Context: an optimization exercise on an open-source flow, tuned for small area and a short achievable clock period. The choices shown serve that exercise and are no tape-out recipe.
Where RTL was checked, it was by simulation tests only, not by an equivalence proof against the original.
For runs 1, 2 and 7, only the layout was checked, not whether the RTL still works.
Power and IR drop assume default switching activity.

File: flow/config.mk
export PLATFORM = sky130hd
export DESIGN_NAME = pcpu
export DESIGN_NICKNAME = pcpu
export VERILOG_FILES = /design/flow/design.v
export SDC_FILE = /design/flow/constraint.sdc
export NUM_CORES = 4
export LEC_CHECK = 0
export CAP_MARGIN = 20
export CORE_MARGIN = 2
export CORE_UTILIZATION = 40
export CTS_CLUSTER_DIAMETER = 100
export CTS_CLUSTER_SIZE = 20
export SETUP_SLACK_MARGIN = 2.6
export SLEW_MARGIN = 20
File: flow/constraint.sdc
create_clock -name core_clock -period 5.0 [get_ports {clock}]
set_input_delay 1.0000 -clock core_clock [delete_from_list [all_inputs] [get_ports {clock}]]
set_output_delay 1.0000 -clock core_clock [all_outputs]
set_load 0.01 [all_outputs]
File: flow/design.v
`timescale 1ns / 1ps
module pcpu(
    input clock,
    input enable,
    input reset,
    input start,
    input [15:0] i_datain,
    input [15:0] d_datain,
    output [7:0] i_addr,
    output [7:0] d_addr,
    output d_we,
    output [15:0] d_dataout
    );
    reg state;
    wire run = (state == 1'b1);
    reg w_halt;
    always @(posedge clock)
        if (reset)
            state <= 1'b0;
        else if (!run)
            state <= enable & start;
        else
            state <= enable & ~w_halt;
    reg [15:0] gr[0:7];
    reg [15:0] wdata;
    reg w_we;
    reg [2:0] w_dst;
    genvar g;
    generate
        for (g = 0; g < 8; g = g + 1) begin : rf
            always @(posedge clock)
                if (reset | (run & w_we & (w_dst == g)))
                    gr[g] <= wdata;
        end
    endgenerate
    reg [7:0] pc;
    reg [4:0] id_op;
    reg [10:0] id_f;
    reg [15:0] mem_c;
    wire taken;
    always @(posedge clock or posedge reset)
        if (reset) begin
            pc <= 8'b0;
            id_op <= 5'b0_0000;
        end else if (run) begin
            pc <= taken ? mem_c[7:0] : pc + 8'd1;
            id_op <= i_datain[15:11];
        end
    wire [4:0] f_op = i_datain[15:11];
    wire f_r1 = (f_op == 5'b1_0000) | (f_op == 5'b1_0011) | (f_op == 5'b0_1001) | (f_op == 5'b0_1011)
              | (f_op == 5'b1_1001) | (f_op[4:3] == 2'b11 && f_op[2:1] != 2'b00);
    wire f_store = (f_op == 5'b0_0011);
    reg [2:0] id_sa, id_sq;
    always @(posedge clock)
        if (run) begin
            id_f <= i_datain[10:0];
            id_sa <= f_r1 ? i_datain[10:8] : i_datain[6:4];
            id_sq <= f_store ? i_datain[10:8] : i_datain[2:0];
        end
    wire [4:0] op = id_op;
    wire [2:0] r1 = id_f[10:8];
    wire [7:0] imm = id_f[7:0];
    wire d_jump  = (op == 5'b1_1000);
    wire d_store = (op == 5'b0_0011);
    wire d_load  = (op == 5'b0_0010);
    wire d_shl   = (op == 5'b0_0100) | (op == 5'b0_0101);
    wire d_shr   = (op == 5'b0_0110) | (op == 5'b0_0111);
    wire d_and   = (op == 5'b0_1101);
    wire d_or    = (op == 5'b0_1110);
    wire d_xor   = (op == 5'b0_1111);
    wire d_subc  = (op == 5'b1_0010);
    wire d_addc  = (op == 5'b1_0001);
    wire d_sub   = (op == 5'b0_1010) | (op == 5'b0_1011) | (op == 5'b0_1100) | (op == 5'b1_0011);
    wire d_r3    = (op == 5'b0_1000) | (op == 5'b1_0001) | (op == 5'b0_1010) | (op == 5'b1_0010)
                 | (op == 5'b0_1100) | (op == 5'b0_1101) | (op == 5'b0_1110) | (op == 5'b0_1111);
    wire d_hi    = (op == 5'b1_0000) | (op == 5'b1_0011);
    wire d_v3    = d_load | d_store | d_shl | d_shr;
    wire d_fl    = d_shl | d_shr | d_and | d_or | d_xor | d_sub | d_subc | d_addc
                 | (op == 5'b0_1000) | (op == 5'b0_1001) | (op == 5'b1_0000);
    wire d_wr    = d_fl & (op != 5'b0_1100) | d_load;
    wire d_br    = (op[4:3] == 2'b11);
    wire d_halt  = (op == 5'b0_0001);
    wire [15:0] port_a = gr[id_sa];
    wire [15:0] port_q = gr[id_sq];
    wire [15:0] rev_a;
    genvar k;
    generate
        for (k = 0; k < 16; k = k + 1) begin : rv
            assign rev_a[k] = port_a[15 - k];
        end
    endgenerate
    wire [15:0] a_next;
    assign a_next[15:8] = d_shl ? rev_a[15:8] : port_a[15:8];
    assign a_next[7:0]  = d_jump ? 8'b0 : d_shl ? rev_a[7:0] : port_a[7:0];
    wire [15:0] b_val;
    assign b_val[3:0]  = d_r3 ? port_q[3:0] : d_hi ? 4'b0 : imm[3:0];
    assign b_val[7:4]  = (d_r3 | d_store) ? port_q[7:4] : (d_hi | d_v3) ? 4'b0 : imm[7:4];
    assign b_val[15:8] = (d_r3 | d_store) ? port_q[15:8] : d_hi ? imm : 8'b0;
    wire d_neg = d_sub | d_subc;
    reg [15:0] ex_a, ex_b;
    reg ex_add, ex_and, ex_or, ex_xor, ex_shl, ex_shr, ex_ca, ex_cb;
    reg ex_ld;
    reg [2:0] ex_brt, ex_dst;
    reg ex_fl, ex_st, ex_br, ex_halt, ex_we;
    always @(posedge clock)
        if (run) begin
            ex_add <= ~(d_and | d_or | d_xor | d_shl | d_shr);
            ex_and <= d_and;
            ex_or <= d_or;
            ex_xor <= d_xor;
            ex_shl <= d_shl;
            ex_shr <= d_shr;
            ex_ca <= d_addc | d_subc;
            ex_cb <= d_neg;
            ex_ld <= d_load;
            ex_brt <= {op[2:1], d_store ? port_q[3] : op[0]};
            ex_dst <= d_store ? port_q[2:0] : r1;
        end
    wire [15:0] b_next = d_neg ? ~b_val : b_val;
    always @(posedge clock) begin
        ex_a <= (a_next & {16{run}}) | (ex_a & {16{~run}});
        ex_b <= (b_next & {16{run}}) | (ex_b & {16{~run}});
    end
    always @(posedge clock or posedge reset)
        if (reset) begin
            ex_fl <= 1'b0;
            ex_st <= 1'b0;
            ex_br <= 1'b0;
            ex_halt <= 1'b0;
            ex_we <= 1'b0;
        end else if (run) begin
            ex_fl <= d_fl;
            ex_st <= d_store;
            ex_br <= d_br;
            ex_halt <= d_halt;
            ex_we <= d_wr;
        end
    reg zf, nf, cf;
    wire cin = ex_ca ? (cf ^ ex_cb) : ex_cb;
    wire [15:0] b_add = {ex_b[15:8], ex_b[7:4] & {4{~ex_st}}, ex_b[3:0]};
    wire [17:0] sum18 = {1'b0, ex_a, 1'b1} + {1'b0, b_add, cin};
    wire [15:0] sum = sum18[16:1];
    wire cout = sum18[17];
    wire [16:0] sh = {ex_a, cf} >> ex_b[3:0];
    reg [15:0] alu;
    integer j;
    always @(*)
        for (j = 0; j < 16; j = j + 1)
            alu[j] = (ex_add & sum[j])
                   | (ex_and & (ex_a[j] & ex_b[j]))
                   | (ex_or  & (ex_a[j] | ex_b[j]))
                   | (ex_xor & (ex_a[j] ^ ex_b[j]))
                   | (ex_shl & sh[16 - j])
                   | (ex_shr & sh[j + 1]);
    wire cf_next = (ex_add & (cout ^ ex_cb)) | ((ex_shl | ex_shr) & sh[0]);
    reg [7:0] smdr1;
    reg m_ld;
    reg [2:0] m_brt, m_dst;
    reg dw, m_fl, m_br, m_halt, m_we;
    always @(posedge clock)
        if (run) begin
            mem_c[7:0] <= alu[7:0];
            mem_c[15:8] <= ex_st ? ex_b[15:8] : alu[15:8];
            smdr1 <= {ex_b[7:4], ex_brt[0], ex_dst};
            m_ld <= ex_ld;
            m_brt <= ex_brt;
            m_dst <= ex_dst;
        end
    always @(posedge clock or posedge reset)
        if (reset) begin
            cf <= 1'b0;
            dw <= 1'b0;
            m_fl <= 1'b0;
            m_br <= 1'b0;
            m_halt <= 1'b0;
            m_we <= 1'b0;
        end else if (run) begin
            if (ex_fl)
                cf <= cf_next;
            dw <= ex_st;
            m_fl <= ex_fl;
            m_br <= ex_br;
            m_halt <= ex_halt;
            m_we <= ex_we;
        end
    wire flag = m_brt[2] ? (m_brt[1] ? cf : nf) : zf;
    assign taken = m_br & ((m_brt[2:1] == 2'b00) | (flag ^ m_brt[0]));
    assign i_addr = pc;
    assign d_addr = mem_c[7:0];
    assign d_we = dw;
    assign d_dataout = {mem_c[15:8], smdr1};
    always @(posedge clock or posedge reset)
        if (reset) begin
            zf <= 1'b0;
            nf <= 1'b0;
            wdata <= 16'b0;
            w_halt <= 1'b0;
            w_we <= 1'b0;
        end else if (run) begin
            if (m_fl) begin
                zf <= (mem_c == 16'b0);
                nf <= mem_c[15];
            end
            wdata <= m_ld ? d_datain : mem_c;
            w_halt <= m_halt;
            w_we <= m_we;
        end
    always @(posedge clock)
        if (run)
            w_dst <= m_dst;
endmodule
File: flow/flow/run.sh
#!/bin/bash
# The standard layout, with the port buffers made of buf_2 cells instead of the
# resizer's default pick; each tool's output is in flow.log here.
set -euo pipefail
bash standard.sh BUFFER_PORTS_ARGS="-buffer_cell sky130_fd_sc_hd__buf_2" finish > flow.log 2>&1
File: flow/standard.sh
#!/bin/bash
# synth_recipe.tcl (not shown) runs the flow's synth.tcl, then flattens the netlist and writes it again
# the make line also repeats each setting of config.mk as NAME=value (left out here)
make -C /OpenROAD-flow-scripts/flow DESIGN_CONFIG=/design/flow/config.mk WORK_HOME=/design/flow/orfs CLKGATE_MAP_FILE= SYNTH_SCRIPT=/design/flow/synth_recipe.tcl "${@:-finish}"
==> metrics.md, run 1 <==
| Metric | Value |
|---|---|
| Detailed placement HPWL | 30300 um |
| RSZ-0062 raised after global routing | yes |
| Initial Util | 40.4% |
| Fmax achieved | 370 MHz |
| Clock latency at the later pin of the worst-skew pair | 0.51 ns |
| Pin count of the biggest net entering global routing | 72 |
| Max Buffers Root-to-Sink | 3 |
| Final Cycle Share | 54.1% |
| Vias per inst | 6.00 |
| DRT antenna net count | 0 |
| Final setup viols | 0 |
| Ys Warns | 2 |
| Fin. Hold Viols | 0 |
| First-pass GRT wire length | 65700 um |
| Worst-path maximum fanout | 11 |
| Lkg Pwr | 6.29 nW |
| Slew HR | 34.4% |
| Register area | 7790 um2 |
| DR vias | 11.1k |
| Num Clock Sinks | 267 |
| Syn_nets | 1373 |
| All-layer global routing usage | 23.5% |
| Full die area | 37300 um2 |
| CTS tree | done |
| Delay-heaviest family, CP | compound AO/OA/AOI/OAI gates |
| Root Buffer | clkbuf_16 |
| Setup_tns | 0 ns |
| Maximum vdd drop | 0.294 mV |
| Cells after Synth | 1299 |
| Core area | 35400 um2 |
| Asr flop ratio synth | 16.5% |
| Flops & latches, synth | 267 |
| Register area share after synthesis | 54.4% |
| Hold buffer count at cts | 0 |
| RD Place Congestion | 0.969 |
| Layout cells sized above 1 | 21.3% |
| Port bufs | 68 |
| Final Net Count | 1451 |
| Total CTS buffers | 17 |
| Worst Setup Start Kind | register |
| Minimum clock period | 2.70 ns |
| Final std cells w/o fill | 1849 |
| Vert. Die Dim | 193 um |
| Worst min path class | reg2reg |
| Number of enable flip-flop cells after synthesis | 222 |
| Critical Path RT | 5.26 ns |
| Max incr delay on CP | 0.51 ns |
| Initial DRC count | 1151 |
| Synthesized cell area | 14300 um2 |
| GRT overflow | 0 |
| Htree depth | 1 |
| DR WL/cell | 23.9 um |
| Slowest-stage cell, CP | edfxtp_1 |
| Outcome | finished clean |
| WP data arrival | 2.96 ns |
| Least-Margin Pin Slew | 0.973 ns |
| Initial antenna violation count | 0 |
| Crit path cell chain | buf_6, ha_1, a21o_1, a21oi_4, a21oi_2, o41a_1, a221o_1, nor3_2, a211oi_1 |
| Width of the die | 193 um |
| Synth-to-layout area growth | 15.0% |
| DRT Pass-1 Iters | 7 |
| Element type at the critical path end | register |
| Antenna Diode Count | 0 |
| Row count | 69 |
| Io pins | 69 |
| Slew Viols, Final | 0 |
| Max Cap Viol | 0 |
| Fin Clk Skew | 0.0171 ns |
| Reg clk slew, reported paths | 0.08 ns |
| Vias in the first global route | 10.4k |
| DRT Wirelength | 44200 um |
| Top FF cell, synth | edfxtp_1 |
| DR DRC count | 0 |
| # placed instances | 1767 |
| Post-synthesis area per instance | 11.0 um2 |
| Area of the multi-input gates | 6340 um2 |
| Total of fill cells in the finished design | 3267 |
| Setup CP Type | reg2reg |
| Synth cell types | 80 |
| CP Buf/Inv Count | 1 |
| Total power divided by cell area | 356 nW/um2 |
-- final cells by class --
cell class                 instances  share of cell area [%]
sequential                       267                    47.3
timing repair buffer             138                    5.69
clock buffer                      28                    2.89
inverter                          80                    1.95
clock inverter                     2                   0.122
tap                              461                    3.50
multi-input combinational        873                    38.5
-- cell usage in the layout (no fill, tap or decap), types with 7 or more instances in the layout --
cell         n
edfxtp_1   222
nand2_1    122
a21oi_1    104
nor2_1      96
inv_1       71
buf_2       68
buf_4       58
o21ai_0     51
mux2i_1     50
dfrtp_1     43
mux2_2      37
a221oi_1    30
ha_1        30
nand3_1     27
a22oi_1     18
clkbuf_16   17
nand2b_1    16
a22o_1      16
xnor2_1     15
xor2_1      13
o22ai_1     13
nor3_1      13
nor2b_1     12
and3_1      11
a21o_1      10
clkbuf_1    10
a211oi_1     9
o211ai_1     9
a21oi_2      8
mux4_2       8
a222oi_1     7
-- power breakdown --
part	leakage, nW	switching [mW]	internal [mW]
Combinational	3.47	0.797	0.588
Sequential	2.57	0.313	2.76
Clock	0.239	0.741	0.665
-- through the flow --
stage / cell area [um2] / power [mW] / hold WS, ns / setup slack, ns / utilization [%]
floorplan: 14500 / 3.88 / 0.400 / 2.34 / -
global placement: 15200 / 4.31 / 0.406 / 1.67 / 42.9
detailed placement: 15200 / 4.33 / 0.406 / 1.70 / 42.9
CTS: 16200 / 5.84 / 0.436 / 2.39 / 45.9
global route: 16500 / 6.12 / 0.445 / 2.22 / 46.5
finish: 16500 / 5.87 / 0.432 / 2.30 / 46.5
-- per-layer routing --
metal,global-route usage [%],vias to the layer above,part of all wire [%]
li1,-,5018,-
met1,34.7,5479,44
met2,37.0,527,46
met3,2.48,72,7.2
met4,6.24,0,2.5
met5,0,-,0
-- timing repair --
action,in CTS,in global routing
pin swaps,16,14
buffers inserted,37,15
endpoints found under the setup margin,53,32
resized for setup,66,35
-- logic make-up (layout without fill, tap and decap cells) --
group / Yosys count / after routing / share of synthesized area [%]
AO/OA/AOI/OAI: 361 / 361 / 17.1
AND/OR/NAND/NOR: 346 / 346 / 10.9
multiplexers: 100 / 100 / 8.05
XOR/XNOR: 28 / 28 / 1.71
adder cells (fa/ha/maj): 38 / 38 / 3.37
flip-flops: 267 / 267 / 54.4
buffers and inverters: 159 / 248 / 4.46
-- final timing paths --
kind | startpoint | to | slack [ns] | cells past startpoint
hold / removal | ex_ld | m_ld | 0.43 | 0
hold reg to reg | ex_ld | m_ld | 0.43 | 0
setup reg to reg | register | mem_c[15] | 2.30 | 9
setup / recovery | register | mem_c[15] | 2.30 | 9
max in group asynchronous | reset | cf | 3.61 | 3
min in group asynchronous | reset | id_op[2] | 0.88 | 3
-- synthesized netlist by cell type, types with 28 or more instances --
| master | instances | area [um2] |
|---|---|---|
| edfxtp_1 | 222 | 6670 |
| nand2_1 | 125 | 469 |
| a21oi_1 | 111 | 556 |
| nor2_1 | 105 | 394 |
| inv_1 | 76 | 285 |
| o21ai_0 | 55 | 275 |
| mux2i_1 | 53 | 531 |
| clkbuf_1 | 44 | 165 |
| dfrtp_1 | 44 | 1100 |
| ha_1 | 37 | 463 |
| mux2_2 | 37 | 417 |
| a221oi_1 | 35 | 307 |
| nand3_1 | 28 | 140 |
==> inputs of run 2 (changes only) <==
--- a/flow/design.v
+++ b/flow/design.v
@@ -92,3 +92,3 @@
     wire [15:0] a_next;
-    assign a_next[15:8] = d_shl ? rev_a[15:8] : port_a[15:8];
+    assign a_next[15:8] = d_shl ? rev_a[15:8] : d_store ? port_q[7:0] : port_a[15:8];
     assign a_next[7:0]  = d_jump ? 8'b0 : d_shl ? rev_a[7:0] : port_a[7:0];
@@ -96,3 +96,3 @@
     assign b_val[3:0]  = d_r3 ? port_q[3:0] : d_hi ? 4'b0 : imm[3:0];
-    assign b_val[7:4]  = (d_r3 | d_store) ? port_q[7:4] : (d_hi | d_v3) ? 4'b0 : imm[7:4];
+    assign b_val[7:4]  = d_r3 ? port_q[7:4] : (d_hi | d_v3) ? 4'b0 : imm[7:4];
     assign b_val[15:8] = (d_r3 | d_store) ? port_q[15:8] : d_hi ? imm : 8'b0;
@@ -106,2 +106,4 @@
         if (run) begin
+            ex_a <= a_next;
+            ex_b <= d_neg ? ~b_val : b_val;
             ex_add <= ~(d_and | d_or | d_xor | d_shl | d_shr);
@@ -115,10 +117,5 @@
             ex_ld <= d_load;
-            ex_brt <= {op[2:1], d_store ? port_q[3] : op[0]};
-            ex_dst <= d_store ? port_q[2:0] : r1;
-        end
-    wire [15:0] b_next = d_neg ? ~b_val : b_val;
-    always @(posedge clock) begin
-        ex_a <= (a_next & {16{run}}) | (ex_a & {16{~run}});
-        ex_b <= (b_next & {16{run}}) | (ex_b & {16{~run}});
-    end
+            ex_brt <= op[2:0];
+            ex_dst <= r1;
+        end
     always @(posedge clock or posedge reset)
@@ -139,4 +136,3 @@
     wire cin = ex_ca ? (cf ^ ex_cb) : ex_cb;
-    wire [15:0] b_add = {ex_b[15:8], ex_b[7:4] & {4{~ex_st}}, ex_b[3:0]};
-    wire [17:0] sum18 = {1'b0, ex_a, 1'b1} + {1'b0, b_add, cin};
+    wire [17:0] sum18 = {1'b0, ex_a, 1'b1} + {1'b0, ex_b, cin};
     wire [15:0] sum = sum18[16:1];
@@ -163,3 +159,3 @@
             mem_c[15:8] <= ex_st ? ex_b[15:8] : alu[15:8];
-            smdr1 <= {ex_b[7:4], ex_brt[0], ex_dst};
+            smdr1 <= ex_a[15:8];
             m_ld <= ex_ld;
--- a/flow/config.mk
+++ b/flow/config.mk
@@ -7,3 +7,4 @@
 export LEC_CHECK = 0
-export CAP_MARGIN = 20
+export ABC_AREA = 1
+export CAP_MARGIN = 0
 export CORE_MARGIN = 2
@@ -13,2 +14,2 @@
 export SETUP_SLACK_MARGIN = 2.6
-export SLEW_MARGIN = 20
+export SLEW_MARGIN = 0
==> metrics.md, run 2 <==
| Metric | Value |
|---|---|
| Outcome | finished clean |
| Synth-to-layout area growth | 13.3% |
| Most common cell after layout, fill and taps aside | nand2_1 |
| DRT antenna net count | 0 |
| Post-synth top cells | nand2_1, edfxtp_1, inv_1, nand3_1, nor2_1 |
| Max reg flops | 128 |
| DRT Pass-1 Iters | 17 |
| Max Cap Viol | 0 |
| RSZ-0062 raised after global routing | yes |
| CTS tree | done |
| Fmax achieved | 418 MHz |
| Worst-path maximum fanout | 16 |
| Final Cycle Share | 47.9% |
| Clock latency at the later pin of the worst-skew pair | 0.52 ns |
| Row count | 69 |
| Most common cell in the synthesized netlist | nand2_1 |
| Element type at the critical path end | register |
| Max Buffers Root-to-Sink | 3 |
| Io pins | 69 |
| Largest Register | gr |
| Initial Util | 40.7% |
| Initial antenna violation count | 1 |
| Critical Path RT | 5.28 ns |
| Synthesized cell area | 14500 um2 |
| Vias in the first global route | 12.0k |
| Top FF cell, synth | edfxtp_1 |
| DR DRC count | 0 |
| All-layer global routing usage | 25.8% |
| RD Place Congestion | 0.927 |
| Total CTS buffers | 18 |
| Final setup viols | 0 |
| Number of enable flip-flop cells after synthesis | 226 |
| Pin count of the biggest net entering global routing | 86 |
| Cells after Synth | 1667 |
| Least-Margin Pin Slew | 1.28 ns |
| Htree depth | 1 |
| Ys Warns | 2 |
| Reg clk slew, reported paths | 0.09 ns |
| Final Net Count | 1816 |
| Area leader, netlist | edfxtp_1 |
| Slew HR | 14.5% |
| Worst Setup Start Kind | register |
| Syn_nets | 1737 |
| Most frequent cells in the layout | nand2_1, edfxtp_1, inv_1 |
| Post-synth top area share | 46.8% |
| Root Buffer | clkbuf_16 |
| Fin. Hold Viols | 0 |
| Width of the die | 194 um |
| Port bufs | 68 |
| DR WL/cell | 22.4 um |
| Asr flop ratio synth | 16.2% |
| Detailed placement HPWL | 34800 um |
| Flops & latches, synth | 271 |
| Vias per inst | 5.71 |
| Minimum clock period | 2.39 ns |
| Main area contributors after synthesis | edfxtp_1, nand2_1, dfrtp_1, nand3_1, inv_1 |
| Lkg Pwr | 7.04 nW |
| Slew Viols, Final | 0 |
| Fin Clk Skew | 0.0297 ns |
| Post-synthesis area per instance | 8.70 um2 |
| Setup CP Type | reg2reg |
| Num Clock Sinks | 271 |
| Core area | 35700 um2 |
| Maximum vdd drop | 0.265 mV |
| GRT overflow | 0 |
| DR vias | 12.7k |
| Synth cell types | 42 |
| Layout cells sized above 1 | 12.0% |
| Worst min path class | reg2reg |
| WP data arrival | 2.67 ns |
| Initial DRC count | 1477 |
| Final Core Density | 46.1% |
| Total of fill cells in the finished design | 3414 |
| Total power divided by cell area | 360 nW/um2 |
| Vert. Die Dim | 194 um |
| Register area share after synthesis | 54.5% |
| DRT Wirelength | 49700 um |
| Full die area | 37800 um2 |
| First-pass GRT wire length | 74300 um |
| Setup_tns | 0 ns |
run 2: cell types whose count changed in the layout (fill, tap and decap cells not counted), moves of 16 or more:
cell / before / now
o22ai_1: 13 / 66
nand2_1: 122 / 333
mux2i_1: 50 / 0
a221oi_1: 30 / 8
o21ai_1: 2 / 20
nand2b_1: 16 / 0
a22oi_1: 18 / 0
o21ai_0: 51 / 99
nor2_1: 96 / 174
mux2_2: 37 / 0
a21oi_1: 104 / 70
nand3_1: 27 / 169
inv_1: 71 / 216
run 2: where the power goes:
part           internal (mW)  switching, mW  total, mW
Sequential              2.81          0.275       3.08
Clock                  0.724          0.796       1.52
Combinational          0.446          0.879       1.33
Total                   3.98           1.95       5.92
run 2: cells by family (layout without fill, tap and decap cells):
family / Yosys count / count (layout) / synth area share, %
simple gates: 747 / 747 / 21.8
compound gates: 316 / 316 / 12.5
fa+ha+maj: 34 / 34 / 2.98
xor+xnor: 7 / 7 / 0.423
flops: 271 / 271 / 54.5
buf+inv: 292 / 383 / 7.74
other cells: 0 / 1 / 0
run 2: through the flow:
step | setup slack, ns | hold slack [ns] | power [mW] | instances | area [um2]
finish | 2.61 | 0.425 | 5.92 | 2220 | 16400
global route | 2.55 | 0.430 | 6.21 | 2219 | 16400
CTS | 2.56 | 0.426 | 5.89 | 2192 | 16100
detailed placement | 1.61 | 0.406 | 4.36 | 2150 | 15300
global placement | 1.56 | 0.403 | 4.34 | 2150 | 15300
floorplan | 2.58 | 0.400 | 3.86 | 1667 | 14500
run 2: final cells by class:
class	instances	area [um2]	area share [%]
Timing Repair Buffer	116	751	4.57
Timing Repair inverter	1	5.00	0.0304
Clock inverter	3	33.8	0.206
Tap cell	461	577	3.51
Inverter	234	907	5.52
Antenna cell	1	2.50	0.0152
Sequential cell	271	7910	48.1
Clock buffer	29	513	3.12
Multi-Input combinational cell	1104	5740	34.9
run 2: final timing paths:
check,startpoint,endpoint,slack [ns],cells after the start
worst min register to register,ex_brt[1],m_brt[1],0.42,0
worst max-delay path,id_sa[1],ex_a[5],2.61,8
worst max register to register,id_sa[1],ex_a[5],2.61,8
min in group asynchronous,reset,pc[7],0.53,2
max in group asynchronous,reset,cf,4.06,2
worst min-delay path,ex_brt[1],m_brt[1],0.42,0
run 2: what timing repair did:
action	in CTS	in global routing
gates resized for setup	25	40
hold buffers	0	0
buffers inserted	9	26
endpoints found under the hold margin	0	0
setup endpoints to repair	112	36
pin swaps	0	2
cloned	1	1
run 2: worst max-delay path, stage by stage, from the launching register on:
cell and delay (ns):
edfxtp_1 0.51, buf_4 0.21, inv_1 0.16, nand3_4 0.30, o22ai_1 0.26, nor2_1 0.07, o211ai_1 0.21, nor2_1 0.08
nor2_1 0.36
run 2: layer usage:
layer | track usage [%] | share of wire, %
met1 | 36.3 | 43
met2 | 41.5 | 46
met3 | 3.61 | 8.8
met4 | 7.69 | 3.1
met5 | 0 | 0
==> inputs of run 3 (changes only) <==
--- a/flow/design.v
+++ b/flow/design.v
@@ -100,5 +100,5 @@
     reg [15:0] ex_a, ex_b;
-    reg ex_add, ex_and, ex_or, ex_xor, ex_shl, ex_shr, ex_ca, ex_cb;
+    reg ex_and, ex_or, ex_xor, ex_shl, ex_shr, ex_ca, ex_cb;
     reg ex_ld;
-    reg [2:0] ex_brt, ex_dst;
+    reg [2:0] ex_dst;
     reg ex_fl, ex_st, ex_br, ex_halt, ex_we;
@@ -108,3 +108,2 @@
             ex_b <= d_neg ? ~b_val : b_val;
-            ex_add <= ~(d_and | d_or | d_xor | d_shl | d_shr);
             ex_and <= d_and;
@@ -117,4 +116,3 @@
             ex_ld <= d_load;
-            ex_brt <= op[2:0];
-            ex_dst <= r1;
+            ex_dst <= d_br ? op[2:0] : r1;
         end
@@ -135,2 +133,3 @@
     reg zf, nf, cf;
+    wire ex_add = ~(ex_and | ex_or | ex_xor | ex_shl | ex_shr);
     wire cin = ex_ca ? (cf ^ ex_cb) : ex_cb;
@@ -153,3 +152,3 @@
     reg m_ld;
-    reg [2:0] m_brt, m_dst;
+    reg [2:0] m_dst;
     reg dw, m_fl, m_br, m_halt, m_we;
@@ -161,3 +160,2 @@
             m_ld <= ex_ld;
-            m_brt <= ex_brt;
             m_dst <= ex_dst;
@@ -181,4 +179,4 @@
         end
-    wire flag = m_brt[2] ? (m_brt[1] ? cf : nf) : zf;
-    assign taken = m_br & ((m_brt[2:1] == 2'b00) | (flag ^ m_brt[0]));
+    wire flag = m_dst[2] ? (m_dst[1] ? cf : nf) : zf;
+    assign taken = m_br & ((m_dst[2:1] == 2'b00) | (flag ^ m_dst[0]));
     assign i_addr = pc;
--- a/flow/config.mk
+++ b/flow/config.mk
@@ -13,3 +13,3 @@
 export CTS_CLUSTER_SIZE = 20
-export SETUP_SLACK_MARGIN = 2.6
+export SETUP_SLACK_MARGIN = 2.7
 export SLEW_MARGIN = 0
==> metrics.md, run 3 <==
| Metric | Value |
|---|---|
| Outcome | finished clean |
| Setup CP Type | reg2reg |
| All-layer global routing usage | 25.3% |
| WP data arrival | 2.54 ns |
| Area leader, netlist | edfxtp_1 |
| GR Util met2 | 40.7% |
| Initial DRC count | 1332 |
| RSZ-0062 raised after global routing | yes |
| DR WL/cell | 21.7 um |
| Max Cap Viol | 0 |
| DR DRC count | 0 |
| Worst Setup Start Kind | register |
| Synth-to-layout area growth | 15.1% |
| Width of the die | 194 um |
| Vias in the first global route | 11.7k |
| Row count | 69 |
| Initial Util | 40.6% |
| Port bufs | 68 |
| Full die area | 37500 um2 |
| Main area contributors after synthesis | edfxtp_1, nand2_1, dfrtp_1, nand3_1, inv_1 |
| Cells after Synth | 1665 |
| DRT antenna net count | 0 |
| Layer with the highest usage | met2 |
| Max reg flops | 128 |
| Slew Viols, Final | 0 |
| Post-synth top area share | 45.7% |
| Antenna Diode Count | 0 |
| Pin count of the biggest net entering global routing | 56 |
| Final Cycle Share | 45.2% |
| Detailed placement HPWL | 35000 um |
| DR vias | 12.6k |
| Least-Margin Pin Slew | 1.19 ns |
| RD Place Congestion | 0.942 |
| Post-synthesis area per instance | 8.65 um2 |
| Fin Clk Skew | 0.0266 ns |
| DRT Wirelength | 48700 um |
| Initial antenna violation count | 0 |
| Largest Register | gr |
| Final setup viols | 0 |
| Total CTS buffers | 17 |
| Number of enable flip-flop cells after synthesis | 219 |
| Htree depth | 1 |
| Flops & latches, synth | 264 |
| Synth cell types | 46 |
| Met3 Usage GRT | 3.48% |
| Reg2reg setup slack | 2.74 ns |
| Synthesized cell area | 14400 um2 |
| Lkg Pwr | 6.98 nW |
| Final Net Count | 1841 |
| Element type at the critical path end | register |
| First-pass GRT wire length | 72500 um |
| Root Buffer | clkbuf_16 |
| Minimum clock period | 2.26 ns |
| Io pins | 69 |
| Total of fill cells in the finished design | 3471 |
| Max Buffers Root-to-Sink | 3 |
| Num Clock Sinks | 264 |
| Syn_nets | 1735 |
| Ys Warns | 2 |
| Most common cell after layout, fill and taps aside | nand2_1 |
| Fin. Hold Viols | 0 |
| Post-synth top cells | nand2_1, edfxtp_1, inv_1, nand3_1, nor2_1 |
| CTS tree | done |
| Total power divided by cell area | 350 nW/um2 |
| Vias per inst | 5.65 |
| Worst min path class | reg2reg |
| Clock latency at the later pin of the worst-skew pair | 0.52 ns |
| Most frequent cells in the layout | nand2_1, edfxtp_1, inv_1 |
| Most common cell in the synthesized netlist | nand2_1 |
| Fmax achieved | 443 MHz |
| Met1 Track Usage GR | 35.8% |
| Core area | 35500 um2 |
| Asr flop ratio synth | 16.7% |
| Maximum vdd drop | 0.225 mV |
| Setup_tns | 0 ns |
| GRT overflow | 0 |
| Reg clk slew, reported paths | 0.10 ns |
| Top FF cell, synth | edfxtp_1 |
| Register area share after synthesis | 53.4% |
| Slew HR | 20.3% |
| Critical Path RT | 5.28 ns |
| DRT Pass-1 Iters | 5 |
| Worst-path maximum fanout | 6 |
| Vert. Die Dim | 194 um |
| Final Core Density | 46.7% |
| Layout cells sized above 1 | 14.8% |
## run 3: changes by cell type after synthesis, sizes merged, moves of 22 or more
cell,change
nand2,+29
nor2,-33
inv,-22
nand4,+23
a21oi,+25
o22ai,-29
## run 3: cells by family after synthesis
logic type / count (synthesis) / share of synthesized area, %
xor+xnor: 8 / 0.486
compound gates: 323 / 12.6
flops: 264 / 53.4
fa+ha+maj: 34 / 3.01
buf+inv: 273 / 7.56
simple gates: 763 / 23.0
## run 3: what timing repair did
action	CTS	global route
gates cloned	2	1
pin swaps	6	16
setup endpoints to repair	172	110
gates resized for setup	20	57
buffers inserted	26	47
hold buffers	0	0
## run 3: layout make-up
cell class              count  area (um2)  share of cell area, %
clock buffers              21         440                   2.66
clock inverters             4        32.5                  0.196
inverters                 211         837                   5.05
multi-input cells        1128        5900                   35.6
flip-flops and latches    264        7700                   46.5
well taps                 461         577                   3.48
repair buffers            146        1070                   6.45
repair inverters            3        17.5                  0.106
## run 3: report_power, final
group	internal (mW)	leakage, nW	switching (mW)
sequential	2.74	2.67	0.286
clock	0.634	0.229	0.744
combinational	0.479	4.08	0.917
## run 3: worst paths after layout
kind	startpoint	endpoint	cells past startpoint
min	ex_dst[1]	m_dst[1]	0
max	ex_a[12]	mem_c[12]	8
min reg2reg	ex_dst[1]	m_dst[1]	0
max reg2reg	ex_a[12]	mem_c[12]	8
max in group asynchronous	reset	id_op[1]	2
min in group asynchronous	reset	pc[7]	2
## run 3: stage by stage
| step | cell area [um2] | power, mW | hold WS [ns] | instances | setup WS, ns |
|---|---|---|---|---|---|
| floorplan | 14400 | 3.82 | 0.400 | 1665 | 2.63 |
| global placement | 15100 | 4.30 | 0.403 | 2137 | 1.94 |
| detailed placement | 15100 | 4.32 | 0.405 | 2137 | 1.94 |
| CTS | 15900 | 5.74 | 0.422 | 2190 | 2.47 |
| global route | 16600 | 6.09 | 0.429 | 2238 | 2.67 |
| finish | 16600 | 5.80 | 0.422 | 2238 | 2.74 |
## run 3: per-layer routing
layer	vias up	share of wire, %
met5	-	0
met4	0	3.0
met3	90	7.8
met2	549	46
met1	6099	44
li1	5905	-
## run 3: worst max-delay path, stage by stage (launching register included)
cell      delay [ns]
edfxtp_1        0.51
inv_1           0.16
ha_1            0.41
a211oi_1        0.52
nand2_1         0.11
inv_1           0.08
nand2_1         0.07
inv_1           0.10
a21oi_1         0.08
==> inputs of run 4 (changes only) <==
--- a/flow/config.mk
+++ b/flow/config.mk
@@ -13,3 +13,4 @@
 export CTS_CLUSTER_SIZE = 20
-export SETUP_SLACK_MARGIN = 2.7
+export SETUP_SLACK_MARGIN = 2.6
 export SLEW_MARGIN = 0
+export TNS_END_PERCENT = 5
==> metrics.md, run 4 <==
| Metric | Value |
|---|---|
| Synth-to-layout area growth | 9.82% |
| Width of the die | 194 um |
| Worst hold slack | 0.424 ns |
| Clock power frac | 24.2% |
| Max Cap Viol | 0 |
| GRT overflow | 0 |
| Overall power | 5.70 mW |
| Pint | 3.79 mW |
| Syn_nets | 1735 |
| Top FF cell, synth | edfxtp_1 |
| DRT Wirelength | 47800 um |
| Fin. Hold Viols | 0 |
| Io pins | 69 |
| Num Clock Sinks | 264 |
| DRT antenna net count | 0 |
| Lkg Pwr | 6.71 nW |
| Switch Pwr | 1.92 mW |
| CTS tree | done |
| Ys Warns | 2 |
| Worst Setup Start Kind | register |
| Synthesized cell area | 14400 um2 |
| Max reg flops | 128 |
| Initial Util | 40.6% |
| Max Buffers Root-to-Sink | 3 |
| Worst-path maximum fanout | 16 |
| Pin count of the biggest net entering global routing | 56 |
| Flops & latches, synth | 264 |
| Critical Path RT | 5.28 ns |
| Vert. Die Dim | 194 um |
| Total power divided by cell area | 361 nW/um2 |
| Clock latency at the later pin of the worst-skew pair | 0.53 ns |
| Antenna Diode Count | 0 |
| All-layer global routing usage | 25.2% |
| Register area share after synthesis | 53.4% |
| Reg clk slew, reported paths | 0.08 ns |
| Most common cell after layout, fill and taps aside | nand2_1 |
| Final Cycle Share | 49.6% |
| Initial DRC count | 1333 |
| Number of enable flip-flop cells after synthesis | 219 |
| Post-synth top area share | 45.7% |
| First-pass GRT wire length | 72100 um |
| Final instance area | 15800 um2 |
| Port bufs | 68 |
| Final setup viols | 0 |
| Row count | 69 |
| Maximum vdd drop | 0.240 mV |
| # placed instances | 2137 |
| Setup_tns | 0 ns |
| Setup WS post-layout | 2.52 ns |
| Most common cell in the synthesized netlist | nand2_1 |
| Final Net Count | 1787 |
| Outcome | finished clean |
| Vias per inst | 5.67 |
| Least-Margin Pin Slew | 1.21 ns |
| Total CTS buffers | 17 |
| Slowest-stage cell, CP | nand3_1 |
| Initial antenna violation count | 0 |
| Core area | 35500 um2 |
| Cells after Synth | 1665 |
| Pre-CTS setup slack | 1.94 ns |
| Vias in the first global route | 11.6k |
| Largest Register | gr |
| Sequential Power Share | 53.2% |
| Max incr delay on CP | 0.64 ns |
| Asr flop ratio synth | 16.7% |
| RSZ-0062 raised after global routing | yes |
| Synth cell types | 46 |
| WP data arrival | 2.76 ns |
| RD Place Congestion | 0.942 |
| Switching Fraction | 33.6% |
| Minimum clock period | 2.48 ns |
| Fin Clk Skew | 0.0283 ns |
| Layout cells sized above 1 | 9.69% |
| DR vias | 12.4k |
| Post-synthesis area per instance | 8.65 um2 |
| Area leader, netlist | edfxtp_1 |
| Root Buffer | clkbuf_16 |
| DP Area | 15100 um2 |
| Fmax achieved | 403 MHz |
| Htree depth | 1 |
| Element type at the critical path end | register |
| Worst min path class | reg2reg |
| DR WL/cell | 21.9 um |
| Post-synth top cells | nand2_1, edfxtp_1, inv_1, nand3_1, nor2_1 |
| DR DRC count | 0 |
| Total of fill cells in the finished design | 3538 |
| Most frequent cells in the layout | nand2_1, edfxtp_1, inv_1 |
| Top cell by count, worst path | nand3_1 |
| Setup CP Type | reg2reg |
| Detailed placement HPWL | 35000 um |
| Final Core Density | 44.6% |
| Slew Viols, Final | 0 |
| Slew HR | 19.5% |
| Main area contributors after synthesis | edfxtp_1, nand2_1, dfrtp_1, nand3_1, inv_1 |
| Comb pwr share | 22.6% |
| DRT Pass-1 Iters | 6 |
| Full die area | 37500 um2 |
| Final std cells w/o fill | 2184 |
| Crit path cell chain | inv_1, nand3_1, o22ai_1, a21oi_1, nand3_1, o21ai_0, nor2_1 |
==> run 4: power groups by stage <==
stage / Clock, mW / Combinational (mW) / Sequential, mW
after floorplan: 0 / 0.863 / 2.96
after global placement: 0 / 1.22 / 3.08
after detailed placement: 0 / 1.23 / 3.09
after CTS: 1.41 / 1.26 / 3.03
after global routing: 1.49 / 1.44 / 3.07
final: 1.38 / 1.29 / 3.03
==> run 4: final timing paths <==
check                      cells after the start  slack (ns)  endpoint  startpoint
setup reg to reg                               7        2.52   ex_a[3]    id_sa[0]
setup / recovery                               7        2.52   ex_a[3]    id_sa[0]
hold / removal                                 0        0.42  m_dst[1]   ex_dst[1]
max in group asynchronous                      2        4.07        cf       reset
min in group asynchronous                      2        0.52     pc[7]       reset
hold reg to reg                                0        0.42  m_dst[1]   ex_dst[1]
==> run 4: cells by family (layout without fill, tap and decap cells) <==
logic type	count (synthesis)	in the layout	synth area share, %
XOR/XNOR	8	8	0.486
AND/OR/NAND/NOR	763	763	23.0
buffers and inverters	273	331	7.56
AO/OA/AOI/OAI	323	323	12.6
flip-flops	264	264	53.4
adder cells (fa/ha/maj)	34	34	3.01
==> run 4: repair_timing <==
item / in CTS / in global routing
endpoints found under the setup margin: 153 / 169
resized for setup: 9 / 8
pin swaps: 0 / 3
setup buffers: 9 / 11
hold buffers: 0 / 0
cloned: 2 / 0
==> run 4: layer usage <==
layer,wire [um],GRT usage (%),vias to the layer above
met3,3550,3.51,80
li1,-,-,5784
met1,21300,35.7,6021
met2,21600,40.3,504
met5,0,0,-
met4,1380,7.32,0
==> run 4: cell type report <==
cell class | instances | area (um2) | share of cell area, %
Sequential cell | 264 | 7700 | 48.7
Multi-Input combinational cell | 1128 | 5700 | 36.1
Inverter | 211 | 812 | 5.13
Tap cell | 461 | 577 | 3.65
Timing Repair Buffer | 93 | 542 | 3.42
Clock buffer | 21 | 440 | 2.78
Clock inverter | 4 | 32.5 | 0.206
Timing Repair inverter | 2 | 10.0 | 0.0633
==> run 4: worst max-delay path, delay by kind of cell, from the launching register on <==
family | cells | cell delay, ns
compound gates | 3 | 0.69
flops | 1 | 0.47
simple gates | 3 | 0.96
buf+inv | 1 | 0.11
==> inputs of run 5 (changes only) <==
--- a/flow/config.mk
+++ b/flow/config.mk
@@ -15,2 +15 @@
 export SLEW_MARGIN = 0
-export TNS_END_PERCENT = 5
==> metrics.md, run 5 <==
| Metric | Value |
|---|---|
| Number of enable flip-flop cells after synthesis | 219 |
| Core area | 35500 um2 |
| Ys Warns | 2 |
| Overall power | 5.76 mW |
| DRT Pass-1 Iters | 6 |
| Io pins | 69 |
| Layer with the highest usage | met2 |
| DR DRC count | 0 |
| Critical Path RT | 5.28 ns |
| CP Buf/Inv Count | 1 |
| Most frequent cells in the layout | nand2_1, edfxtp_1, inv_1 |
| WP data arrival | 2.63 ns |
| Slew HR | 20.6% |
| Met1 Track Usage GR | 35.8% |
| Post-synth top area share | 45.7% |
| Clock latency at the later pin of the worst-skew pair | 0.53 ns |
| Max Cap Viol | 0 |
| Top cell by count, worst path | nand2_1 |
| Least-Margin Pin Slew | 1.19 ns |
| Synth-to-layout area growth | 12.6% |
| DRT antenna net count | 0 |
| Final Net Count | 1820 |
| Flops & latches, synth | 264 |
| DR vias | 12.5k |
| Most common cell in the synthesized netlist | nand2_1 |
| Asr flop ratio synth | 16.7% |
| Initial antenna violation count | 0 |
| Final Cycle Share | 46.9% |
| Fin. Hold Viols | 0 |
| All-layer global routing usage | 25.2% |
| Num Clock Sinks | 264 |
| Worst-path maximum fanout | 6 |
| Vias in the first global route | 11.6k |
| Crit path cell chain | inv_1, ha_1, nand2_1, o21ai_0, a21oi_1, nand2_1, nand2_1, nand3_1, a21oi_1 |
| Main area contributors after synthesis | edfxtp_1, nand2_1, dfrtp_1, nand3_1, inv_1 |
| Fin Clk Skew | 0.0266 ns |
| Vias per inst | 5.62 |
| Initial DRC count | 1155 |
| Slew Viols, Final | 0 |
| Antenna Diode Count | 0 |
| Syn_nets | 1735 |
| DR WL/cell | 21.8 um |
| Pre-CTS setup slack | 1.94 ns |
| Synthesized cell area | 14400 um2 |
| Element type at the critical path end | register |
| Worst min path class | reg2reg |
| Post-synthesis area per instance | 8.65 um2 |
| GRT overflow | 0 |
| Worst Setup Start Kind | register |
| Setup_tns | 0 ns |
| Lkg Pwr | 6.88 nW |
| Reg clk slew, reported paths | 0.10 ns |
| Delay-heaviest family, CP | compound AO/OA/AOI/OAI gates |
| GR Util met2 | 40.4% |
| Outcome | finished clean |
| Most common cell after layout, fill and taps aside | nand2_1 |
| DRT Wirelength | 48400 um |
| Slowest-stage cell, CP | edfxtp_1 |
| Cells after Synth | 1665 |
| Total power divided by cell area | 355 nW/um2 |
| Setup CP Type | reg2reg |
| # placed instances | 2137 |
| Synth cell types | 46 |
| Max reg flops | 128 |
| First-pass GRT wire length | 72200 um |
| Max incr delay on CP | 0.49 ns |
| Area of the multi-input gates | 5780 um2 |
| Worst hold slack | 0.424 ns |
| Total of fill cells in the finished design | 3518 |
| Largest Register | gr |
| Root Buffer | clkbuf_16 |
| Port bufs | 68 |
| Initial Util | 40.6% |
| Max Buffers Root-to-Sink | 3 |
| Area leader, netlist | edfxtp_1 |
| Vert. Die Dim | 194 um |
| Fmax achieved | 426 MHz |
| CTS tree | done |
| Detailed placement HPWL | 35000 um |
| Setup WS post-layout | 2.66 ns |
| Layout cells sized above 1 | 12.4% |
| Maximum vdd drop | 0.228 mV |
| Register area | 7700 um2 |
| Total CTS buffers | 17 |
| Htree depth | 1 |
| RSZ-0062 raised after global routing | yes |
| Row count | 69 |
| RD Place Congestion | 0.942 |
| Final std cells w/o fill | 2217 |
| Pin count of the biggest net entering global routing | 56 |
| Post-synth top cells | nand2_1, edfxtp_1, inv_1, nand3_1, nor2_1 |
| Full die area | 37500 um2 |
| Minimum clock period | 2.34 ns |
| Top FF cell, synth | edfxtp_1 |
| Met3 Usage GRT | 3.46% |
| Final setup viols | 0 |
| Register area share after synthesis | 53.4% |
| Width of the die | 194 um |
==> run 5: cell families (layout without fill, tap and decap cells) <==
family                   Yosys count  after routing  synth area share [%]
AO/OA/AOI/OAI                    323            323                  12.6
XOR/XNOR                           8              8                 0.486
adder cells (fa/ha/maj)           34             34                  3.01
buffers and inverters            273            364                  7.56
flip-flops                       264            264                  53.4
AND/OR/NAND/NOR                  763            763                  23.0
==> run 5: per-layer routing <==
layer	up-vias	part of all wire (%)	wire, um
li1	5854	-	-
met1	5986	44	21200
met2	532	45	22000
met3	79	7.9	3830
met4	0	2.9	1380
met5	-	0	0
==> run 5: final timing paths <==
check / startpoint / end / slack [ns] / cells after the start
worst min register to register: ex_dst[1] / m_dst[1] / 0.42 / 0
worst max-delay path: ex_a[11] / mem_c[12] / 2.66 / 9
worst max register to register: ex_a[11] / mem_c[12] / 2.66 / 9
worst min-delay path: ex_dst[1] / m_dst[1] / 0.42 / 0
max in group asynchronous: reset / cf / 4.04 / 2
min in group asynchronous: reset / pc[7] / 0.52 / 2
==> run 5: power by group <==
part           internal, mW  total [mW]  leakage (nW)  switching, mW
clock network         0.634        1.38         0.229          0.748
registers              2.74        3.03          2.68          0.286
logic                 0.452        1.35          3.97          0.902
total                  3.83        5.76          6.88           1.94
==> run 5: layout make-up <==
| class | count | share of cell area [%] |
|---|---|---|
| multi-input cells | 1128 | 35.7 |
| repair buffers | 126 | 5.25 |
| well taps | 461 | 3.56 |
| clock buffers | 21 | 2.72 |
| clock inverters | 4 | 0.201 |
| flip-flops and latches | 264 | 47.5 |
| repair inverters | 2 | 0.0771 |
| inverters | 211 | 5.06 |
==> run 5: worst reg2reg max path, cell delays in order (launching register included) <==
cell      delay [ns]
edfxtp_1        0.49
inv_1           0.16
ha_1            0.49
nand2_1         0.18
o21ai_0         0.37
a21oi_1         0.12
nand2_1         0.09
nand2_1         0.05
nand3_1         0.07
a21oi_1         0.08
==> run 5: stage by stage <==
stage / util [%] / cell area, um2
4_1_cts: 44.4 / 15700
3_3_place_gp: 42.6 / 15100
3_5_place_dp: 42.6 / 15100
2_1_floorplan: - / 14400
5_1_grt: 45.7 / 16200
6_report: 45.7 / 16200
==> run 5: repair_timing <==
action | in CTS | in global routing
gates cloned | 2 | 0
endpoints found under the setup margin | 153 | 132
resized for setup | 15 | 27
hold buffers | 0 | 0
setup buffers | 12 | 41
pin swaps | 0 | 10
==> inputs of run 6 (changes only) <==
--- a/flow/config.mk
+++ b/flow/config.mk
@@ -13,3 +13,3 @@
 export CTS_CLUSTER_SIZE = 20
-export SETUP_SLACK_MARGIN = 2.6
+export SETUP_SLACK_MARGIN = 2.8
 export SLEW_MARGIN = 0
==> metrics.md, run 6 <==
| Metric | Value |
|---|---|
| Synthesized cell area | 14400 um2 |
| Overall power | 5.82 mW |
| Most common cell after layout, fill and taps aside | nand2_1 |
| RD Place Congestion | 0.964 |
| Max Buffers Root-to-Sink | 3 |
| Area leader, netlist | edfxtp_1 |
| Minimum clock period | 2.23 ns |
| DR DRC count | 0 |
| Layout cells sized above 1 | 16.9% |
| Max Cap Viol | 0 |
| Ys Warns | 2 |
| Number of enable flip-flop cells after synthesis | 219 |
| Full die area | 37500 um2 |
| Switching Fraction | 33.4% |
| Root Buffer | clkbuf_16 |
| Slowest-stage cell, CP | edfxtp_1 |
| Pint | 3.87 mW |
| Vias in the first global route | 11.8k |
| Asr flop ratio synth | 16.7% |
| Slew Viols, Final | 0 |
| WP data arrival | 2.50 ns |
| Initial Util | 40.6% |
| CTS tree | done |
| DR WL/cell | 21.7 um |
| First-pass GRT wire length | 72900 um |
| Post-synthesis area per instance | 8.65 um2 |
| Num Clock Sinks | 264 |
| Initial antenna violation count | 0 |
| Io pins | 69 |
| GRT overflow | 0 |
| Post-synth top area share | 45.7% |
| Critical Path RT | 5.27 ns |
| Port bufs | 68 |
| Hold path start | ex_dst[0] |
| Total power divided by cell area | 346 nW/um2 |
| CP Depth | 10 |
| # placed instances | 2138 |
| Most frequent cells in the layout | nand2_1, edfxtp_1, inv_1 |
| Pin count of the biggest net entering global routing | 56 |
| Max incr delay on CP | 0.54 ns |
| Post-synth top cells | nand2_1, edfxtp_1, inv_1, nand3_1, nor2_1 |
| Crit path launch | id_sa[2] |
| Sequential Power Share | 51.7% |
| Fin. Hold Viols | 0 |
| Cells after Synth | 1665 |
| Worst-path maximum fanout | 13 |
| Reg2reg start | id_sa[2] |
| Setup CP Type | reg2reg |
| Slew HR | 19.7% |
| Antenna Diode Count | 0 |
| Synth-to-layout area growth | 16.6% |
| Register area share after synthesis | 53.4% |
| Clock latency at the later pin of the worst-skew pair | 0.52 ns |
| DP Area | 15200 um2 |
| Worst hold slack | 0.432 ns |
| Final Net Count | 1851 |
| Core area | 35500 um2 |
| Reg clk slew, reported paths | 0.08 ns |
| Reg2Reg Depth | 10 |
| Main area contributors after synthesis | edfxtp_1, nand2_1, dfrtp_1, nand3_1, inv_1 |
| Final Cycle Share | 44.6% |
| Hold buffer count at cts | 0 |
| Largest Register | gr |
| CP Buf/Inv Count | 3 |
| Register area | 7710 um2 |
| DRT Wirelength | 48700 um |
| Maximum vdd drop | 0.185 mV |
| Fin Clk Skew | 0.0177 ns |
| Final instance area | 16800 um2 |
| RSZ-0062 raised after global routing | yes |
| Delay-heaviest family, CP | simple AND/OR/NAND/NOR gates |
| DRT Pass-1 Iters | 8 |
| Setup_tns | 0 ns |
| Crit path cell chain | inv_1, nand3_2, clkinvlp_4, buf_12, nand2_1, o21ai_0, a21oi_1, nand4_1, nand3_1, nand2_1 |
| Comb pwr share | 24.8% |
| Final setup viols | 0 |
| Fmax achieved | 449 MHz |
| Vias per inst | 5.70 |
| Initial DRC count | 1419 |
| Outcome | finished clean |
| Top FF cell, synth | edfxtp_1 |
| Area of the multi-input gates | 6050 um2 |
| Synth cell types | 46 |
| DR vias | 12.8k |
| Total CTS buffers | 17 |
| Worst min path class | reg2reg |
| Hold depth | 0 |
| Row count | 69 |
| DRT antenna net count | 0 |
| Worst Setup Start Kind | register |
| Vert. Die Dim | 194 um |
| Max reg flops | 128 |
| Lkg Pwr | 7.07 nW |
| Element type at the critical path end | register |
| All-layer global routing usage | 25.3% |
| Clock power frac | 23.5% |
| Total of fill cells in the finished design | 3363 |
| Syn_nets | 1735 |
| Most common cell in the synthesized netlist | nand2_1 |
| Detailed placement HPWL | 34400 um |
| Width of the die | 194 um |
| Final std cells w/o fill | 2247 |
| Top cell by count, worst path | nand2_1 |
| Least-Margin Pin Slew | 1.20 ns |
| Flops & latches, synth | 264 |
| Switch Pwr | 1.95 mW |
| Htree depth | 1 |
==> run 6: cells by family after synthesis <==
family,synth area share (%)
compound gates,12.6
xor+xnor,0.486
fa+ha+maj,3.01
buf+inv,7.56
flops,53.4
simple gates,23.0
==> run 6: repair_timing <==
action | in CTS | in global routing
resized for setup | 34 | 74
cloned | 2 | 0
buffers inserted | 44 | 39
pin swaps | 9 | 10
endpoints found under the setup margin | 135 | 100
==> run 6: layout make-up <==
type | instances | share of cell area (%)
tap | 461 | 3.43
sequential | 264 | 45.9
clock inverter | 3 | 0.127
timing repair buffer | 157 | 6.87
timing repair inverter | 2 | 0.0596
multi-input combinational | 1128 | 36.0
inverter | 211 | 4.99
clock buffer | 21 | 2.62
==> run 6: per-stage QoR <==
step                      util (%)  worst slack, ns
after floorplan                  -             2.66
after global routing          47.3             2.74
after CTS                     45.7             2.71
after detailed placement      42.8             1.99
final                         47.3             2.77
after global placement        42.8             2.01
==> run 6: worst register-to-register path, delay by kind of cell (launching register included) <==
kind	cells	cell delay (ns)
and+or+nand+nor	5	0.71
DFF	1	0.54
buffers and inverters	3	0.47
AOI/OAI and AO/OA	2	0.28
==> run 6: routing by layer <==
metal | track usage [%] | vias to the layer above | wire length [um]
li1 | - | 5920 | -
met1 | 36.7 | 6107 | 21100
met2 | 38.7 | 662 | 21300
met3 | 3.65 | 110 | 4330
met4 | 9.22 | 0 | 1950
met5 | 0 | - | 0
==> run 6: power groups by stage <==
stage                     Sequential [mW]  Clock (mW)  Combinational (mW)
after CTS                            3.01        1.40                1.34
after floorplan                      2.96           0               0.869
after detailed placement             3.09           0                1.23
after global routing                 3.05        1.47                1.60
after global placement               3.08           0                1.22
final                                3.01        1.37                1.44
==> run 6: worst paths after layout <==
kind	endpoint	slack, ns
min in group asynchronous	w_halt	0.54
max in group asynchronous	pc[4]	4.03
hold / removal	m_dst[0]	0.43
setup reg to reg	ex_a[14]	2.77
setup / recovery	ex_a[14]	2.77
hold reg to reg	m_dst[0]	0.43
==> inputs of run 7 (changes only) <==
--- a/flow/design.v
+++ b/flow/design.v
@@ -79,5 +79,6 @@
                  | (op == 5'b0_1000) | (op == 5'b0_1001) | (op == 5'b1_0000);
-    wire d_wr    = d_fl & (op != 5'b0_1100) | d_load;
     wire d_br    = (op[4:3] == 2'b11);
     wire d_halt  = (op == 5'b0_0001);
+    wire [2:0] d_kind = d_load ? 3'd3 : d_store ? 3'd4 : d_br ? 3'd5 : d_halt ? 3'd6
+                      : (op == 5'b0_1100) ? 3'd2 : d_fl ? 3'd1 : 3'd0;
     wire [15:0] port_a = gr[id_sa];
@@ -101,5 +102,4 @@
     reg ex_and, ex_or, ex_xor, ex_shl, ex_shr, ex_ca, ex_cb;
-    reg ex_ld;
     reg [2:0] ex_dst;
-    reg ex_fl, ex_st, ex_br, ex_halt, ex_we;
+    reg [2:0] ex_k;
     always @(posedge clock)
@@ -115,3 +115,2 @@
             ex_cb <= d_neg;
-            ex_ld <= d_load;
             ex_dst <= d_br ? op[2:0] : r1;
@@ -120,15 +119,9 @@
         if (reset) begin
-            ex_fl <= 1'b0;
-            ex_st <= 1'b0;
-            ex_br <= 1'b0;
-            ex_halt <= 1'b0;
-            ex_we <= 1'b0;
+            ex_k <= 3'd0;
         end else if (run) begin
-            ex_fl <= d_fl;
-            ex_st <= d_store;
-            ex_br <= d_br;
-            ex_halt <= d_halt;
-            ex_we <= d_wr;
+            ex_k <= d_kind;
         end
     reg zf, nf, cf;
+    wire ex_fl = (ex_k == 3'd1) | (ex_k == 3'd2);
+    wire ex_st = (ex_k == 3'd4);
     wire ex_add = ~(ex_and | ex_or | ex_xor | ex_shl | ex_shr);
@@ -151,5 +144,5 @@
     reg [7:0] smdr1;
-    reg m_ld;
     reg [2:0] m_dst;
-    reg dw, m_fl, m_br, m_halt, m_we;
+    reg dw;
+    reg [2:0] m_k;
     always @(posedge clock)
@@ -159,3 +152,2 @@
             smdr1 <= ex_a[15:8];
-            m_ld <= ex_ld;
             m_dst <= ex_dst;
@@ -166,6 +158,3 @@
             dw <= 1'b0;
-            m_fl <= 1'b0;
-            m_br <= 1'b0;
-            m_halt <= 1'b0;
-            m_we <= 1'b0;
+            m_k <= 3'd0;
         end else if (run) begin
@@ -174,7 +163,9 @@
             dw <= ex_st;
-            m_fl <= ex_fl;
-            m_br <= ex_br;
-            m_halt <= ex_halt;
-            m_we <= ex_we;
+            m_k <= ex_k;
         end
+    wire m_fl = (m_k == 3'd1) | (m_k == 3'd2);
+    wire m_we = (m_k == 3'd1) | (m_k == 3'd3);
+    wire m_ld = (m_k == 3'd3);
+    wire m_br = (m_k == 3'd5);
+    wire m_halt = (m_k == 3'd6);
     wire flag = m_dst[2] ? (m_dst[1] ? cf : nf) : zf;
--- a/flow/config.mk
+++ b/flow/config.mk
@@ -13,3 +13,3 @@
 export CTS_CLUSTER_SIZE = 20
-export SETUP_SLACK_MARGIN = 2.8
+export SETUP_SLACK_MARGIN = 2.7
 export SLEW_MARGIN = 0
==> metrics.md, run 7 <==
| Metric | Value |
|---|---|
| Vert. Die Dim | 194 um |
| Layer with the highest usage | met2 |
| Worst-path maximum fanout | 7 |
| DRT antenna net count | 0 |
| RSZ-0062 raised after global routing | yes |
| Total CTS buffers | 17 |
| Post-synth top cells | nand2_1, inv_1, edfxtp_1, nand3_1, nor2_1 |
| Initial DRC count | 1372 |
| Simple-gate area share of the yosys netlist | 23.3% |
| Port bufs | 68 |
| Post-synthesis mux area share | 0.0783% |
| Layout cells sized above 1 | 14.2% |
| Row count | 69 |
| Met3 Usage GRT | 2.56% |
| Asr flop ratio synth | 15.8% |
| Element type at the critical path end | register |
| GR Util met2 | 39.3% |
| Hold buffer count at cts | 0 |
| Largest Register | gr |
| Antenna Diode Count | 0 |
| First-pass GRT wire length | 70700 um |
| Met1 Track Usage GR | 35.6% |
| GRT overflow | 0 |
| Setup_tns | 0 ns |
| Critical Path RT | 5.27 ns |
| Reg clk slew, reported paths | 0.09 ns |
| Area leader, netlist | edfxtp_1 |
| Post-synthesis area per instance | 8.61 um2 |
| Post-Synth Adder-Cell Area | 3.01% |
| Lkg Pwr | 6.91 nW |
| Clock latency at the later pin of the worst-skew pair | 0.52 ns |
| Top FF cell, synth | edfxtp_1 |
| XOR/XNOR Fraction of Synth Area | 0.487% |
| Total power divided by cell area | 365 nW/um2 |
| Compound-cell area share of the yosys netlist | 12.5% |
| Number of enable flip-flop cells after synthesis | 217 |
| Htree depth | 1 |
| Max Buffers Root-to-Sink | 3 |
| Width of the die | 194 um |
| Minimum clock period | 2.25 ns |
| DRT Pass-1 Iters | 5 |
| Post-synth top area share | 45.3% |
| Most frequent cells in the layout | nand2_1, edfxtp_1, inv_1 |
| Slew Viols, Final | 0 |
| Fin. Hold Viols | 0 |
| Max Cap Viol | 0 |
| Final setup viols | 0 |
| Largest family of logic cells by synthesized area | simple AND/OR/NAND/NOR gates |
| All-layer global routing usage | 24.7% |
| Main area contributors after synthesis | edfxtp_1, nand2_1, dfrtp_1, nand3_1, inv_1 |
| Initial antenna violation count | 0 |
| Initial Util | 40.5% |
| Syn_nets | 1741 |
| Slew HR | 19.6% |
| Register area share after synthesis | 52.6% |
| DR WL/cell | 21.5 um |
| Io pins | 69 |
| Max reg flops | 128 |
| DRT Wirelength | 47900 um |
| Most common cell in the synthesized netlist | nand2_1 |
| Most common cell after layout, fill and taps aside | nand2_1 |
| Synth-to-layout area growth | 13.8% |
| Full die area | 37500 um2 |
| Final Cycle Share | 45.0% |
| Least-Margin Pin Slew | 1.21 ns |
| RD Place Congestion | 0.957 |
| Synth cell types | 53 |
| Maximum vdd drop | 0.205 mV |
| DR vias | 12.6k |
| Ys Warns | 2 |
| WP data arrival | 2.52 ns |
| Vias per inst | 5.65 |
| Synthesized cell area | 14400 um2 |
| Fin Clk Skew | 0.0242 ns |
| Pin count of the biggest net entering global routing | 87 |
| Flops & latches, synth | 259 |
| Outcome | finished clean |
| Root Buffer | clkbuf_16 |
| Num Clock Sinks | 259 |
| CTS tree | done |
| Core area | 35500 um2 |
| Cells after Synth | 1671 |
| Vias in the first global route | 11.6k |
| DR DRC count | 0 |
| Worst Setup Start Kind | register |
| Worst min path class | reg2reg |
| Final Core Density | 46.1% |
| Setup CP Type | reg2reg |
| Final Net Count | 1831 |
| Fmax achieved | 444 MHz |
| Detailed placement HPWL | 34700 um |
[run 7: cell count changes after synthesis, sizes merged, moves of 5 or more]
cell and change:
nand2 -35, nor2 +32, o22ai +29, inv +27
a21oi -22, o21ai -20, o211ai +8, o21bai -5
[run 7: final cells by class]
cell class / count / area [um2]
Clock buffer: 21 / 440
Clock inverter: 3 / 36.3
Fill cell: 3416 / 19100
Inverter: 238 / 935
Multi-Input combinational cell: 1116 / 5960
Sequential cell: 259 / 7570
Tap cell: 461 / 577
Timing Repair Buffer: 127 / 842
Timing Repair inverter: 2 / 10.0
[run 7: logic make-up after synthesis]
family	Yosys count
mux	1
fa+ha+maj	34
compound gates	315
buf+inv	296
simple gates	758
xor+xnor	8
flops	259
[run 7: final timing paths]
| kind | startpoint | end | slack (ns) | cells past startpoint |
|---|---|---|---|---|
| worst max-delay path | id_sa[0] | ex_a[4] | 2.75 | 8 |
| worst min-delay path | ex_dst[1] | m_dst[1] | 0.43 | 0 |
| worst max register to register | id_sa[0] | ex_a[4] | 2.75 | 8 |
| worst min register to register | ex_dst[1] | m_dst[1] | 0.43 | 0 |
| max in group asynchronous | reset | cf | 4.12 | 2 |
| min in group asynchronous | reset | pc[3] | 0.52 | 2 |
[run 7: power by group]
part	switching, mW	total, mW	internal (mW)
sequential	0.300	3.06	2.76
combinational	1.02	1.52	0.503
clock	0.747	1.38	0.637
[run 7: per-layer routing]
| layer | vias to the layer above | share of wire (%) |
|---|---|---|
| li1 | 5900 | - |
| met1 | 6043 | 44 |
| met2 | 571 | 45 |
| met3 | 76 | 7.5 |
| met4 | 0 | 3.4 |
| met5 | - | 0 |
[run 7: stage by stage]
step / setup WS [ns] / cells / hold slack, ns / power, mW / cell area (um2)
3_5_place_dp: 2.05 / 2147 / 0.416 / 4.51 / 15100
2_1_floorplan: 2.67 / 1671 / 0.400 / 3.96 / 14500
6_report: 2.75 / 2227 / 0.429 / 5.97 / 16400
5_1_grt: 2.60 / 2227 / 0.445 / 6.26 / 16400
4_1_cts: 2.71 / 2190 / 0.433 / 5.92 / 15900
3_3_place_gp: 2.02 / 2147 / 0.401 / 4.49 / 15100
[run 7: repair_timing]
action,4_1_cts,5_1_grt
setup endpoints to repair,49,95
buffers inserted,17,36
resized for setup,26,46
cloned,2,1
pin swaps,1,8
[run 7: worst max-delay path: stages, from the launching register on]
cell	delay, ns
edfxtp_1	0.47
clkinvlp_4	0.22
nand3_4	0.15
clkinvlp_4	0.23
o2bb2ai_1	0.18
nor2_1	0.29
nand3_1	0.19
o21ai_0	0.18
nor2_1	0.09

## port drivers added, routing unchanged
In the flow no input, the clock included, has a driving cell. The finished layouts below were timed again as built, in two steps.
Step 1: set_driving_cell puts a clkbuf_16 on clock and a buf_2 on each other input, an assumption about the parent block.
Step 2 times the ports against the registers' clock, not the clock port: input delays grow and output delays shrink by t, the midpoint of the rising clock arrivals with the driver on.
a / b / c = no drivers / after step 1 / after step 2; a / b = the first two.
| run | t (ns) | setup slack, ns | worst setup path after step 2 | worst register clock-pin slew, ns | pins driven straight from the clock port |
|---|---|---|---|---|---|
| run 1 | 0.551 | 2.297 / 2.297 / 2.297 | register to register | 0.09 / 0.09 | 1 |
| run 2 | 0.555 | 2.606 / 2.597 / 2.430 | input to register | 0.09 / 0.09 | 1 |
| run 3 | 0.568 | 2.740 / 2.694 / 2.676 | input to register | 0.10 / 0.10 | 1 |
| run 4 | 0.570 | 2.521 / 2.521 / 2.378 | input to register | 0.10 / 0.10 | 1 |
| run 5 | 0.573 | 2.655 / 2.655 / 2.532 | input to register | 0.10 / 0.10 | 1 |
| run 6 | 0.557 | 2.772 / 2.772 / 2.652 | input to register | 0.09 / 0.09 | 1 |
| run 7 | 0.561 | 2.749 / 2.704 / 2.451 | input to register | 0.10 / 0.10 | 1 |
After both steps setup and hold are still met in every run listed. The setup slack of run 7, which loses most, moves by -0.045 ns with the drivers and by -0.298 ns with both steps.
